Source: an optimization exercise on an open RTL-to-GDS flow (aim: small area and a short achievable clock period). Production flows keep margins and buffers that such runs may drop. Where RTL was checked, it was by simulation tests only, not by an equivalence proof against the original.

==> 10-25 <==
Design Matrix_Multiplication, start of the top module:
module Matrix_Multiplication (
  input clk, reset,
  input [7:0] a1, a2, a3, a4, b1, b2, b3, b4,
  output [16:0] c1, c2, c3, c4, c5, c6, c7, c8, c9, c10, c11, c12, c13, c14, c15, c16
);
clock: 6.5 ns
lec_check: 0
cap_margin: 20
core_margin: 2
core_utilization: 40
setup_slack_margin: 2.0
slew_margin: 20
synth_hierarchical: 1
synth_minimum_keep_size: 0
standard.sh (not shown) runs the stock make flow with config.mk's settings and CLKGATE_MAP_FILE= SYNTH_SCRIPT=/design/flow/synth_recipe.tcl, a recipe that flattens the netlist after the stock synthesis.
==> flow/flow/run.sh <==
#!/bin/bash
set -uo pipefail
export BUFFER_PORTS_ARGS="-buffer_cell sky130_fd_sc_hd__buf_1"
export CTS_ARGS="-sink_clustering_enable -repair_clock_nets -sink_clustering_size 24 -sink_clustering_max_diameter 150"
bash standard.sh > flow_standard.log 2>&1
==> 04-22: changes against 10-25 <==
--- a/flow/design.v
+++ b/flow/design.v
@@ -1,12 +1,13 @@
 module Systolic_array (
     input clk, reset,
     input [7:0] in_na, in_nb,
     output reg [16:0] out_c
 );
+  wire [16:0] acc = out_c;
   wire pp1;
   assign pp1 = ~(in_na[0] | in_nb[0]);
   wire pp2;
   assign pp2 = ~(in_na[0] | in_nb[1]);
   wire pp3;
   assign pp3 = ~(in_na[0] | in_nb[2]);
   wire pp4;
@@ -129,54 +130,54 @@
   assign pp62 = ~(in_na[7] | in_nb[5]);
   wire pp63;
   assign pp63 = ~(in_na[7] | in_nb[6]);
   wire pp64;
   assign pp64 = ~(in_na[7] | in_nb[7]);
   wire s65;
   wire k66;
-  mm_ha u66 (.a(out_c[5]), .b(pp6), .s(s65), .co(k66));
+  mm_ha u66 (.a(acc[5]), .b(pp6), .s(s65), .co(k66));
   wire s67;
   wire k68;
-  mm_fa u68 (.a(out_c[6]), .b(pp7), .c(pp14), .s(s67), .co(k68));
+  mm_fa u68 (.a(acc[6]), .b(pp7), .c(pp14), .s(s67), .co(k68));
   wire s69;
   wire k70;
   mm_ha u70 (.a(pp21), .b(pp28), .s(s69), .co(k70));
   wire s71;
   wire k72;
-  mm_fa u72 (.a(out_c[7]), .b(pp8), .c(pp15), .s(s71), .co(k72));
+  mm_fa u72 (.a(acc[7]), .b(pp8), .c(pp15), .s(s71), .co(k72));
   wire s73;
   wire k74;
   mm_fa u74 (.a(pp22), .b(pp29), .c(pp36), .s(s73), .co(k74));
   wire s75;
   wire k76;
   mm_ha u76 (.a(pp43), .b(pp50), .s(s75), .co(k76));
   wire s77;
   wire k78;
-  mm_fa u78 (.a(out_c[8]), .b(pp16), .c(pp23), .s(s77), .co(k78));
+  mm_fa u78 (.a(acc[8]), .b(pp16), .c(pp23), .s(s77), .co(k78));
   wire s79;
   wire k80;
   mm_fa u80 (.a(pp30), .b(pp37), .c(pp44), .s(s79), .co(k80));
   wire s81;
   wire k82;
   mm_ha u82 (.a(pp51), .b(pp58), .s(s81), .co(k82));
   wire s83;
   wire k84;
-  mm_fa u84 (.a(out_c[9]), .b(pp24), .c(pp31), .s(s83), .co(k84));
+  mm_fa u84 (.a(acc[9]), .b(pp24), .c(pp31), .s(s83), .co(k84));
   wire s85;
   wire k86;
   mm_fa u86 (.a(pp38), .b(pp45), .c(pp52), .s(s85), .co(k86));
   wire s87;
   wire k88;
-  mm_fa u88 (.a(out_c[10]), .b(pp32), .c(pp39), .s(s87), .co(k88));
+  mm_fa u88 (.a(acc[10]), .b(pp32), .c(pp39), .s(s87), .co(k88));
   wire s89;
   wire k90;
-  mm_ha u90 (.a(out_c[3]), .b(pp4), .s(s89), .co(k90));
+  mm_ha u90 (.a(acc[3]), .b(pp4), .s(s89), .co(k90));
   wire s91;
   wire k92;
-  mm_fa u92 (.a(out_c[4]), .b(pp5), .c(pp12), .s(s91), .co(k92));
+  mm_fa u92 (.a(acc[4]), .b(pp5), .c(pp12), .s(s91), .co(k92));
   wire s93;
   wire k94;
   mm_ha u94 (.a(pp19), .b(pp26), .s(s93), .co(k94));
   wire s95;
   wire k96;
   mm_fa u96 (.a(pp13), .b(pp20), .c(pp27), .s(s95), .co(k96));
   wire s97;
@@ -210,24 +211,24 @@
   wire k116;
   mm_fa u116 (.a(pp46), .b(pp53), .c(pp60), .s(s115), .co(k116));
   wire s117;
   wire k118;
   mm_fa u118 (.a(k84), .b(k86), .c(s87), .s(s117), .co(k118));
   wire s119;
   wire k120;
-  mm_fa u120 (.a(out_c[11]), .b(pp40), .c(pp47), .s(s119), .co(k120));
+  mm_fa u120 (.a(acc[11]), .b(pp40), .c(pp47), .s(s119), .co(k120));
   wire s121;
   wire k122;
   mm_fa u122 (.a(pp54), .b(pp61), .c(k88), .s(s121), .co(k122));
   wire s123;
   wire k124;
-  mm_fa u124 (.a(out_c[12]), .b(pp48), .c(pp55), .s(s123), .co(k124));
+  mm_fa u124 (.a(acc[12]), .b(pp48), .c(pp55), .s(s123), .co(k124));
   wire s125;
   wire k126;
-  mm_ha u126 (.a(out_c[2]), .b(pp3), .s(s125), .co(k126));
+  mm_ha u126 (.a(acc[2]), .b(pp3), .s(s125), .co(k126));
   wire s127;
   wire k128;
   mm_fa u128 (.a(pp11), .b(pp18), .c(pp25), .s(s127), .co(k128));
   wire s129;
   wire k130;
   mm_fa u130 (.a(pp33), .b(k90), .c(s93), .s(s129), .co(k130));
   wire s131;
@@ -252,18 +253,18 @@
   wire k144;
   mm_fa u144 (.a(k116), .b(s119), .c(s121), .s(s143), .co(k144));
   wire s145;
   wire k146;
   mm_fa u146 (.a(pp62), .b(k120), .c(s123), .s(s145), .co(k146));
   wire s147;
   wire k148;
-  mm_fa u148 (.a(out_c[13]), .b(pp56), .c(pp63), .s(s147), .co(k148));
+  mm_fa u148 (.a(acc[13]), .b(pp56), .c(pp63), .s(s147), .co(k148));
   wire s149;
   wire k150;
-  mm_ha u150 (.a(out_c[1]), .b(pp2), .s(s149), .co(k150));
+  mm_ha u150 (.a(acc[1]), .b(pp2), .s(s149), .co(k150));
   wire s151;
   wire k152;
   mm_fa u152 (.a(pp10), .b(pp17), .c(s125), .s(s151), .co(k152));
   wire s153;
   wire k154;
   mm_fa u154 (.a(k126), .b(s89), .c(s127), .s(s153), .co(k154));
   wire s155;
@@ -294,26 +295,24 @@
   wire k172;
   mm_fa u172 (.a(k122), .b(s145), .c(k144), .s(s171), .co(k172));
   wire s173;
   wire k174;
   mm_fa u174 (.a(k124), .b(s147), .c(k146), .s(s173), .co(k174));
   wire s175;
   wire k176;
-  mm_fa u176 (.a(out_c[14]), .b(pp64), .c(k148), .s(s175), .co(k176));
+  mm_fa u176 (.a(acc[14]), .b(pp64), .c(k148), .s(s175), .co(k176));
   wire s177;
   wire k178;
-  mm_ha u178 (.a(out_c[0]), .b(pp1), .s(s177), .co(k178));
+  mm_ha u178 (.a(acc[0]), .b(pp1), .s(s177), .co(k178));
   wire s179;
   wire k180;
   mm_fa u180 (.a(pp9), .b(k178), .c(s149), .s(s179), .co(k180));
   wire s181;
   wire k182;
   mm_fa u182 (.a(k150), .b(k180), .c(s151), .s(s181), .co(k182));
-  wire [13:0] cx = {out_c[16], out_c[15], s175, s173, s171, s169, s167, s165, s163, s161, s159, s157, s155, s153};
-  wire [13:0] cy = {1'b0, k176, k174, k172, k170, k168, k166, k164, k162, k160, k158, k156, k154, k152};
   wire s183;
   wire k184;
   mm_ha u184 (.a(s153), .b(k152), .s(s183), .co(k184));
   wire s185;
   wire k186;
   mm_ha u186 (.a(s155), .b(k154), .s(s185), .co(k186));
   wire s187;
@@ -344,15 +343,15 @@
   wire k204;
   mm_ha u204 (.a(s173), .b(k172), .s(s203), .co(k204));
   wire s205;
   wire k206;
   mm_ha u206 (.a(s175), .b(k174), .s(s205), .co(k206));
   wire s207;
   wire k208;
-  mm_ha u208 (.a(out_c[15]), .b(k176), .s(s207), .co(k208));
+  mm_ha u208 (.a(acc[15]), .b(k176), .s(s207), .co(k208));
   wire g209;
   assign g209 = k184 | (s183 & k182);
   wire g210;
   assign g210 = k186 | (s185 & g209);
   wire p211;
   assign p211 = s185 & s183;
   wire g212;
@@ -396,17 +395,17 @@
   wire p231;
   assign p231 = s205 & s203;
   wire g232;
   assign g232 = k208 | (s207 & k206);
   wire p233;
   assign p233 = s207 & s205;
   wire g234;
-  assign g234 = 1'b0 | (out_c[16] & k208);
+  assign g234 = 1'b0 | (acc[16] & k208);
   wire p235;
-  assign p235 = out_c[16] & s207;
+  assign p235 = acc[16] & s207;
   wire g236;
   assign g236 = g212 | (p213 & g209);
   wire p237;
   assign p237 = p213 & s183;
   wire g238;
   assign g238 = g214 | (p215 & g210);
   wire p239;
@@ -511,27 +510,28 @@
   assign g288 = g276 | (p277 & g260);
   wire p289;
   assign p289 = p277 & p261;
   wire g290;
   assign g290 = g278 | (p279 & g262);
   wire p291;
   assign p291 = p279 & p263;
-  wire [16:0] sum = {(out_c[16] ^ g288), (s207 ^ g286), (s205 ^ g284), (s203 ^ g282), (s201 ^ g280), (s199 ^ g266), (s197 ^ g264), (s195 ^ g262), (s193 ^ g260), (s191 ^ g238), (s189 ^ g236), (s187 ^ g210), (s185 ^ g209), (s183 ^ k182), s181, s179, s177};
+  wire [16:0] sum = {(acc[16] ^ g288), (s207 ^ g286), (s205 ^ g284), (s203 ^ g282), (s201 ^ g280), (s199 ^ g266), (s197 ^ g264), (s195 ^ g262), (s193 ^ g260), (s191 ^ g238), (s189 ^ g236), (s187 ^ g210), (s185 ^ g209), (s183 ^ k182), s181, s179, s177};
   always @(posedge clk or posedge reset) begin
     if (reset)
       out_c <= 17'b0;
     else
       out_c <= sum;
   end
 endmodule
 module Systolic_array_int (
     input clk, reset,
     input [7:0] in_na, in_nb,
     output reg [16:0] out_c
 );
+  wire [16:0] acc = out_c;
   wire pp1;
   assign pp1 = ~(in_na[0] | in_nb[0]);
   wire pp2;
   assign pp2 = ~(in_na[0] | in_nb[1]);
   wire pp3;
   assign pp3 = ~(in_na[0] | in_nb[2]);
   wire pp4;
@@ -654,54 +654,54 @@
   assign pp62 = ~(in_na[7] | in_nb[5]);
   wire pp63;
   assign pp63 = ~(in_na[7] | in_nb[6]);
   wire pp64;
   assign pp64 = ~(in_na[7] | in_nb[7]);
   wire s65;
   wire k66;
-  mm_ha u66 (.a(out_c[5]), .b(pp6), .s(s65), .co(k66));
+  mm_ha u66 (.a(acc[5]), .b(pp6), .s(s65), .co(k66));
   wire s67;
   wire k68;
-  mm_fa u68 (.a(out_c[6]), .b(pp7), .c(pp14), .s(s67), .co(k68));
+  mm_fa u68 (.a(acc[6]), .b(pp7), .c(pp14), .s(s67), .co(k68));
   wire s69;
   wire k70;
   mm_ha u70 (.a(pp21), .b(pp28), .s(s69), .co(k70));
   wire s71;
   wire k72;
-  mm_fa u72 (.a(out_c[7]), .b(pp8), .c(pp15), .s(s71), .co(k72));
+  mm_fa u72 (.a(acc[7]), .b(pp8), .c(pp15), .s(s71), .co(k72));
   wire s73;
   wire k74;
   mm_fa u74 (.a(pp22), .b(pp29), .c(pp36), .s(s73), .co(k74));
   wire s75;
   wire k76;
   mm_ha u76 (.a(pp43), .b(pp50), .s(s75), .co(k76));
   wire s77;
   wire k78;
-  mm_fa u78 (.a(out_c[8]), .b(pp16), .c(pp23), .s(s77), .co(k78));
+  mm_fa u78 (.a(acc[8]), .b(pp16), .c(pp23), .s(s77), .co(k78));
   wire s79;
   wire k80;
   mm_fa u80 (.a(pp30), .b(pp37), .c(pp44), .s(s79), .co(k80));
   wire s81;
   wire k82;
   mm_ha u82 (.a(pp51), .b(pp58), .s(s81), .co(k82));
   wire s83;
   wire k84;
-  mm_fa u84 (.a(out_c[9]), .b(pp24), .c(pp31), .s(s83), .co(k84));
+  mm_fa u84 (.a(acc[9]), .b(pp24), .c(pp31), .s(s83), .co(k84));
   wire s85;
   wire k86;
   mm_fa u86 (.a(pp38), .b(pp45), .c(pp52), .s(s85), .co(k86));
   wire s87;
   wire k88;
-  mm_fa u88 (.a(out_c[10]), .b(pp32), .c(pp39), .s(s87), .co(k88));
+  mm_fa u88 (.a(acc[10]), .b(pp32), .c(pp39), .s(s87), .co(k88));
   wire s89;
   wire k90;
-  mm_ha u90 (.a(out_c[3]), .b(pp4), .s(s89), .co(k90));
+  mm_ha u90 (.a(acc[3]), .b(pp4), .s(s89), .co(k90));
   wire s91;
   wire k92;
-  mm_fa u92 (.a(out_c[4]), .b(pp5), .c(pp12), .s(s91), .co(k92));
+  mm_fa u92 (.a(acc[4]), .b(pp5), .c(pp12), .s(s91), .co(k92));
   wire s93;
   wire k94;
   mm_ha u94 (.a(pp19), .b(pp26), .s(s93), .co(k94));
   wire s95;
   wire k96;
   mm_fa u96 (.a(pp13), .b(pp20), .c(pp27), .s(s95), .co(k96));
   wire s97;
@@ -735,24 +735,24 @@
   wire k116;
   mm_fa u116 (.a(pp46), .b(pp53), .c(pp60), .s(s115), .co(k116));
   wire s117;
   wire k118;
   mm_fa u118 (.a(k84), .b(k86), .c(s87), .s(s117), .co(k118));
   wire s119;
   wire k120;
-  mm_fa u120 (.a(out_c[11]), .b(pp40), .c(pp47), .s(s119), .co(k120));
+  mm_fa u120 (.a(acc[11]), .b(pp40), .c(pp47), .s(s119), .co(k120));
   wire s121;
   wire k122;
   mm_fa u122 (.a(pp54), .b(pp61), .c(k88), .s(s121), .co(k122));
   wire s123;
   wire k124;
-  mm_fa u124 (.a(out_c[12]), .b(pp48), .c(pp55), .s(s123), .co(k124));
+  mm_fa u124 (.a(acc[12]), .b(pp48), .c(pp55), .s(s123), .co(k124));
   wire s125;
   wire k126;
-  mm_ha u126 (.a(out_c[2]), .b(pp3), .s(s125), .co(k126));
+  mm_ha u126 (.a(acc[2]), .b(pp3), .s(s125), .co(k126));
   wire s127;
   wire k128;
   mm_fa u128 (.a(pp11), .b(pp18), .c(pp25), .s(s127), .co(k128));
   wire s129;
   wire k130;
   mm_fa u130 (.a(pp33), .b(k90), .c(s93), .s(s129), .co(k130));
   wire s131;
@@ -777,18 +777,18 @@
   wire k144;
   mm_fa u144 (.a(k116), .b(s119), .c(s121), .s(s143), .co(k144));
   wire s145;
   wire k146;
   mm_fa u146 (.a(pp62), .b(k120), .c(s123), .s(s145), .co(k146));
   wire s147;
   wire k148;
-  mm_fa u148 (.a(out_c[13]), .b(pp56), .c(pp63), .s(s147), .co(k148));
+  mm_fa u148 (.a(acc[13]), .b(pp56), .c(pp63), .s(s147), .co(k148));
   wire s149;
   wire k150;
-  mm_ha u150 (.a(out_c[1]), .b(pp2), .s(s149), .co(k150));
+  mm_ha u150 (.a(acc[1]), .b(pp2), .s(s149), .co(k150));
   wire s151;
   wire k152;
   mm_fa u152 (.a(pp10), .b(pp17), .c(s125), .s(s151), .co(k152));
   wire s153;
   wire k154;
   mm_fa u154 (.a(k126), .b(s89), .c(s127), .s(s153), .co(k154));
   wire s155;
@@ -819,32 +819,30 @@
   wire k172;
   mm_fa u172 (.a(k122), .b(s145), .c(k144), .s(s171), .co(k172));
   wire s173;
   wire k174;
   mm_fa u174 (.a(k124), .b(s147), .c(k146), .s(s173), .co(k174));
   wire s175;
   wire k176;
-  mm_fa u176 (.a(out_c[14]), .b(pp64), .c(k148), .s(s175), .co(k176));
+  mm_fa u176 (.a(acc[14]), .b(pp64), .c(k148), .s(s175), .co(k176));
   wire s177;
   wire k178;
-  mm_ha u178 (.a(out_c[0]), .b(pp1), .s(s177), .co(k178));
+  mm_ha u178 (.a(acc[0]), .b(pp1), .s(s177), .co(k178));
   wire s179;
   wire k180;
   mm_fa u180 (.a(pp9), .b(k178), .c(s149), .s(s179), .co(k180));
   wire s181;
   wire k182;
   mm_fa u182 (.a(k150), .b(k180), .c(s151), .s(s181), .co(k182));
   wire s183;
   wire k184;
   mm_fa u184 (.a(k152), .b(s153), .c(k182), .s(s183), .co(k184));
   wire s185;
   wire k186;
   mm_fa u186 (.a(k154), .b(s155), .c(k184), .s(s185), .co(k186));
-  wire [11:0] cx = {out_c[16], out_c[15], s175, s173, s171, s169, s167, s165, s163, s161, s159, s157};
-  wire [11:0] cy = {1'b0, k176, k174, k172, k170, k168, k166, k164, k162, k160, k158, k156};
   wire s187;
   wire k188;
   mm_ha u188 (.a(s157), .b(k156), .s(s187), .co(k188));
   wire s189;
   wire k190;
   mm_ha u190 (.a(s159), .b(k158), .s(s189), .co(k190));
   wire s191;
@@ -869,15 +867,15 @@
   wire k204;
   mm_ha u204 (.a(s173), .b(k172), .s(s203), .co(k204));
   wire s205;
   wire k206;
   mm_ha u206 (.a(s175), .b(k174), .s(s205), .co(k206));
   wire s207;
   wire k208;
-  mm_ha u208 (.a(out_c[15]), .b(k176), .s(s207), .co(k208));
+  mm_ha u208 (.a(acc[15]), .b(k176), .s(s207), .co(k208));
   wire g209;
   assign g209 = k188 | (s187 & k186);
   wire g210;
   assign g210 = k190 | (s189 & g209);
   wire p211;
   assign p211 = s189 & s187;
   wire g212;
@@ -893,17 +891,17 @@
   wire p217;
   assign p217 = s201 & s199;
   wire g218;
   assign g218 = k206 | (s205 & k204);
   wire p219;
   assign p219 = s205 & s203;
   wire g220;
-  assign g220 = 1'b0 | (out_c[16] & k208);
+  assign g220 = 1'b0 | (acc[16] & k208);
   wire p221;
-  assign p221 = out_c[16] & s207;
+  assign p221 = acc[16] & s207;
   wire g222;
   assign g222 = k192 | (s191 & g210);
   wire p223;
   assign p223 = s191 & p211;
   wire g224;
   assign g224 = g212 | (p213 & g210);
   wire p225;
@@ -952,15 +950,15 @@
   assign g246 = g230 | (p231 & g240);
   wire p247;
   assign p247 = p231 & p241;
   wire g248;
   assign g248 = g232 | (p233 & g240);
   wire p249;
   assign p249 = p233 & p241;
-  wire [16:0] sum = {(out_c[16] ^ g246), (s207 ^ g244), (s205 ^ g242), (s203 ^ g240), (s201 ^ g238), (s199 ^ g236), (s197 ^ g234), (s195 ^ g224), (s193 ^ g222), (s191 ^ g210), (s189 ^ g209), (s187 ^ k186), s185, s183, s181, s179, s177};
+  wire [16:0] sum = {(acc[16] ^ g246), (s207 ^ g244), (s205 ^ g242), (s203 ^ g240), (s201 ^ g238), (s199 ^ g236), (s197 ^ g234), (s195 ^ g224), (s193 ^ g222), (s191 ^ g210), (s189 ^ g209), (s187 ^ k186), s185, s183, s181, s179, s177};
   always @(posedge clk or posedge reset) begin
     if (reset)
       out_c <= 17'b0;
     else
       out_c <= sum;
   end
 endmodule
Settings changed: SETUP_SLACK_MARGIN 2.0 to 2.2.
==> summary of the runs <==
Synthesized cell count is the same in 10-25 and 04-22. Between 10-25 and 04-22, the lower cell count is in 10-25 (gap 1.2%, measured against 04-22). In 04-22 the routed wire length is smaller than in 10-25, by about 1%. Sequential cell count is the same in 04-22 and 10-25. In 10-25 the hold slack is better than in 04-22, by 0.0061 ns. Against 10-25, the fmax of 04-22 is higher by about 4.5%. Of 04-22 and 10-25, 04-22 has the higher utilization (gap 1.7 points). Global-route usage: 04-22 is lower than 10-25 (0.36 points). Against 10-25, the sequential share of layout area of 04-22 is lower by 0.92 points.
Only the layout flow was run in 04-22; the RTL was not checked for function there.

[afterwards: timing with drivers on the ports]
Ports are ideal in the flow. The routed layouts listed here were re-timed in OpenROAD. Step 1 assumes that a clkbuf_16 drives the clock port and a buf_2 every other input. Step 2 also shifts input and output timing later by t, the mid clock arrival at the registers, as if the neighbouring blocks saw the same clock. Three values: ideal, step 1, step 2; two values: the first two.
run | shift t [ns] | slack for setup (ns) | worst setup path after step 2 | latest minus earliest clock arrival (ns) | cell pins on the clock port's net
10-25 | 0.671 | 2.004 / 2.004 / 1.488 | input to register | 0.028 / 0.028 | 1
04-22 | 0.683 | 2.195 / 2.195 / 1.596 | input to register | 0.030 / 0.031 | 1
After both steps setup and hold are still met in every run listed. The setup slack of 04-22, which loses most, moves by 0.000 ns with the drivers and by -0.599 ns with both steps.
